This design comes from an exercise in tuning for small area on the open sky130 flow, not from production work. No run shown here included a check of the RTL's function; only the layout flow was run. Power is estimated from default activity; no workload was simulated.

==> flow/design.v, too long to show whole: its modules and the start of the top module <==
// module dsp_a21oi: 3 lines
// module dsp_a222oi: 3 lines
// module dsp_a22o: 3 lines
// module dsp_a22oi: 3 lines
// module dsp_a2bb2o: 3 lines
// module dsp_fa: 4 lines
// module dsp_inv: 3 lines
// module dsp_nand2: 3 lines
// module dsp_nor2: 3 lines
// module dsp_o21ai: 3 lines
// module dsp_or2: 3 lines
// module dsp_xnor2: 3 lines
// module dsp_xor2: 3 lines
// module maindsp48a1: 1978 lines
module maindsp48a1 (
  input [17:0] A, B, D,
  input [47:0] C,
  input [17:0] BCIN,
  input [47:0] PCIN,
  input [7:0] OPMODE,
  input clk, CARRYIN,
  input RSTA, RSTB, RSTC, RSTCARRYIN, RSTD, RSTM, RSTOPMODE, RSTP,
  input CEA, CEB, CEM, CEP, CEC, CED, CECARRYIN, CEOPMODE,
  output [47:0] P,
  output [35:0] M,
  output CARRYOUT, CARRYOUTF,
  output [17:0] BCOUT,
  output [47:0] PCOUT
);
  // ...
==> flow/flow/run.sh <==
#!/bin/bash
# Own layout flow: the standard flow (standard.sh) with two changes:
#  - after synthesis (the standard Yosys run, unchanged), every combinational
#    cell that Yosys/ABC mapped to a drive strength above 1 is set back to the
#    smallest cell of its family (downsize.tcl); repair_design/repair_timing
#    upsize again where timing needs it;
#  - the port buffers that buffer_ports adds are buf_1 cells.
# Each tool's output goes to the ORFS logs under orfs/logs plus standard.log here.
set -uo pipefail
export POST_SYNTH_TCL="$PWD/flow/downsize.tcl"
export BUFFER_PORTS_ARGS="-buffer_cell sky130_fd_sc_hd__buf_1"
bash standard.sh > standard.log 2>&1
rc=$?
cp -r orfs/logs ./orfs_logs 2>/dev/null
exit $rc
==> flow/flow/downsize.tcl <==
# Set each combinational cell to the smallest drive strength of its family.
set db [ord::get_db]
set block [ord::get_db_block]
set n 0
foreach inst [$block getInsts] {
  set m [$inst getMaster]
  set name [$m getName]
  if {![regexp {^(sky130_fd_sc_hd__[a-z0-9]+)_([0-9]+)$} $name -> base sz]} { continue }
  if {[regexp {__(e?s?df|dl|buf|clkbuf|clkinv|conb|tap|fill|decap|diode)} $base]} { continue }
  set best $m
  set barea [expr {[$m getWidth] * [$m getHeight]}]
  foreach s {1 0} {
    set c [$db findMaster ${base}_$s]
    if {$c eq "NULL" || $c eq ""} { continue }
    set a [expr {[$c getWidth] * [$c getHeight]}]
    if {$a < $barea} { set best $c; set barea $a }
  }
  if {$best ne $m} {
    $inst swapMaster $best
    incr n
  }
}
puts "downsize.tcl: $n cells set to a smaller drive strength"
==> flow/standard.sh <==
#!/bin/bash
# synth_recipe.tcl (not shown) runs the flow's synth.tcl, then flattens the netlist and writes it again
# the make line also repeats each setting of config.mk as NAME=value (left out here)
make -C /OpenROAD-flow-scripts/flow DESIGN_CONFIG=/design/flow/config.mk WORK_HOME=/design/flow/orfs CLKGATE_MAP_FILE= SYNTH_SCRIPT=/design/flow/synth_recipe.tcl "${@:-finish}"
==> flow/config.mk <==
export PLATFORM = sky130hd
export DESIGN_NAME = maindsp48a1
export DESIGN_NICKNAME = maindsp48a1
export VERILOG_FILES = /design/flow/design.v
export SDC_FILE = /design/flow/constraint.sdc
export NUM_CORES = 4
export LEC_CHECK = 0
export CAP_MARGIN = 20
export CORE_MARGIN = 2
export CORE_UTILIZATION = 40
export SLEW_MARGIN = 20
export SYNTH_HIERARCHICAL = 1
==> flow/constraint.sdc <==
create_clock -name core_clock -period 7.0 [get_ports {clk}]
set_input_delay 1.4000 -clock core_clock [delete_from_list [all_inputs] [get_ports {clk}]]
set_output_delay 1.4000 -clock core_clock [all_outputs]
set_load 0.01 [all_outputs]
==> flow_summary.json, run 1 <==
{
  "cts.htree.levels": 4,
  "grt_antenna_before_repair": 1,
  "worst_ep_arrival_time_ps": 6670,
  "cp.depth": 17,
  "seq_cells": 196,
  "buffers_excl_clock": 405,
  "finalHoldViolCount": 0,
  "cp-start-kind": "register",
  "status": "no timing/DRC/antenna violations",
  "p_leak_nw": 5.79,
  "drv_cap": 0,
  "n_antenna_cell": 0,
  "reg2reg_to": "p_q[23]$_DFF_P_",
  "path_clk_slew_ps": 80,
  "track_usage_pct": 28.2,
  "die_y_um": 216,
  "drtAntennaViolNets": 0,
  "cpLargestDelayFamily": "adder cells",
  "crit_top_cell": "fa_1",
  "num_vias": 16500,
  "top_power_group": "sequential cells",
  "cts_buffer_depth": 2,
  "cts_tree": "yes",
  "largestClassByArea": "multi-input gates",
  "timing.hold.ws_ps": 467,
  "post-place-ws_ps": 220,
  "final_cells": 2829,
  "syn-num-nets": 2328,
  "period_minus_slack_ps": 6270,
  "use_met2_pct": 45.9,
  "postSynthAreaPerCell_um2": 9.70
}
==> run 2, diff against run 1 <==
--- a/flow/config.mk
+++ b/flow/config.mk
@@ -8,5 +8,5 @@
 export CAP_MARGIN = 20
 export CORE_MARGIN = 2
-export CORE_UTILIZATION = 40
+export CORE_UTILIZATION = 65
 export SLEW_MARGIN = 20
 export SYNTH_HIERARCHICAL = 1
==> flow_summary.json, run 2 <==
{
  "min_to": "c_q[19]$_DFF_P_",
  "insertion_delay_ps": 460,
  "power_density_mw_per_mm2": 163,
  "root_buffer": "clkbuf_16",
  "reg2reg_to": "p_q[40]$_DFF_P_",
  "top_regs": "c_q: 48 flops, p_q: 48 flops, m_q: 36 flops",
  "endpoint_kind": "register",
  "worst_ep_arrival_time_ps": 6880,
  "ir_drop_v": 0.000155,
  "overflow": 0,
  "dpl_cell_area_mm2": 0.0198,
  "io_pins": 346,
  "postSynthAreaPerCell_um2": 9.70,
  "cts_made_buffers": 17,
  "dieWidth_um": 170,
  "layout.nets": 2696,
  "finalHoldViolCount": 0,
  "netlist_area_mm2": 0.0179,
  "syn-num-nets": 2328,
  "die_y_um": 170,
  "final_common_cell": "nand2_1",
  "grt_max_degree": 49,
  "final_area_mm2": 0.0204,
  "cts_buffer_depth": 2,
  "required_ps": 7340,
  "r2r_cells": 17,
  "period_minus_slack_ps": 6540,
  "port_buffers": 326,
  "synthCells": 1849,
  "fin_crit_sh_pct": 93.4,
  "cp-start-kind": "register",
  "core_area_mm2": 0.0270,
  "drv_cap": 0,
  "cts.htree.levels": 4,
  "reg2reg_from": "opr_q[0]$_DFF_P_",
  "cts_sinks": 196,
  "hold_path.class": "register to register",
  "drtAntennaViolNets": 0,
  "clock.fmax_ghz": 0.153,
  "r2r_slack_ps": 460,
  "ys_warn_count": 7,
  "place_congestion": 0.959,
  "setup_viol": 0,
  "tns_ps": 0,
  "rows": 60,
  "holdPathStages": 1,
  "dpl.hpwl_um": 44100,
  "p_total_mw": 3.32,
  "max_slew_margin_pct": 25.0,
  "first_pass_iters": 8,
  "p_leak_nw": 5.74,
  "critPathLaunch": "opr_q[0]$_DFF_P_",
  "routed_wl_um": 60100,
  "status": "no timing/DRC/antenna violations",
  "grt_pass1_wl_um": 92500,
  "path_clk_slew_ps": 80,
  "area.growth.synth_to_final_pct": 13.9,
  "vias_per_cell": 6.60,
  "postCtsHoldBufs": 0,
  "slew_viol_final": 0,
  "tightestPinTransition_ps": 1120,
  "drc": 0,
  "wl_per_cell_um": 23.4,
  "critical_path_peak_fanout": 47,
  "postCtsSetupRepairBufs": 0,
  "layout_common_cells": "nand2_1, buf_1, fa_1",
  "path_class": "register to register",
  "rsz0062_at_grt": "no",
  "grt_antenna_before_repair": 0,
  "clock_skew_ps": 18.1,
  "drive_gt1_share_pct": 5.29,
  "first_global_vias": 16900,
  "num_vias": 17000,
  "drtIter0Drc": 2212,
  "cts_tree": "yes",
  "track_usage_pct": 42.0,
  "die-area_mm2": 0.0289,
  "worstHoldStart": "c_q[19]$_DFF_P_",
  "initial_utilization_pct": 66.4,
  "cts_resized": 0
}
-- run 2: power breakdown --
group	leakage [nW]	internal, mW	switching (mW)
combinational	3.85	0.379	0.592
sequential	1.61	1.20	0.154
clock	0.278	0.483	0.517
total	5.74	2.06	1.26
-- run 2: stage by stage --
stage	setup slack, ps	utilization [%]	instances	hold slack (ps)
6_report	459	75.6	2573	479
5_1_grt	278	75.5	2571	497
4_1_cts	580	75.5	2571	476
3_5_place_dp	221	73.4	2539	455
3_3_place_gp	315	73.4	2539	453
2_1_floorplan	214	-	1849	439
-- run 2: critical path, stage by stage, from the launching register on --
cell and delay, ps:
dfxtp_1 520, and2_2 220, buf_4 530, a222oi_1 200, xor2_1 210, fa_1 460
fa_1 400, fa_1 390, fa_1 390, fa_1 400, fa_1 420, fa_1 390
fa_1 400, fa_1 390, inv_1 520, a21oi_1 190, xnor2_1 170, a22o_1 210
-- run 2: layout make-up --
class,instances,area (um^2)
Tap cell,341,427
Inverter,51,191
Sequential cell,196,3930
Clock inverter,14,134
Fill cell,2030,6600
Timing Repair Buffer,398,1780
Antenna cell,2,5.00
Multi-Input combinational cell,1553,13500
Clock buffer,18,439
-- run 2: worst max path at each step --
stage,slack (ps),to,cells past startpoint
3_3_place_gp,310,cout_q$_DFF_P_,16
4_1_cts,580,cout_q$_DFF_P_,17
6_report,460,p_q[40]$_DFF_P_,17
5_1_grt,280,p_q[26]$_DFF_P_,17
2_1_floorplan,210,cout_q$_DFF_P_,17
3_5_place_dp,220,cout_q$_DFF_P_,16
-- run 2: routing by layer --
layer  share of wire [%]  wire length, um  GRT usage (%)
met1                  36            21700           54.9
met2                  45            27300           64.8
met3                  13             7880           10.9
met4                 5.5             3290           21.7
met5                   0                0              0

-- afterwards: timing with drivers on the ports --
How much do the figures lean on ideal ports? The routed layouts below were timed once more, with nothing changed but the port constraints. Step 1, drivers: a clkbuf_16 drives clk and a buf_2 each remaining input, both assumed. Step 2 moves the port delays by t, midway between the first and last clock arrival at a register: inputs arrive t later, outputs are due t later. That takes back most of the time a late clock gives input paths. Slacks: ideal / step 1 / step 2; pairs: ideal / step 1.
run	t (ns)	setup WS [ns]	worst data-port slew with drivers (ns)
run 1	0.557	0.728 / 0.728 / 0.240	0.09
run 2	0.497	0.459 / 0.459 / 0.109	0.08
After both steps setup and hold are still met in every run listed. For run 1, which loses most, drivers alone change the setup slack by 0.000 ns; drivers and shift together by -0.488 ns.
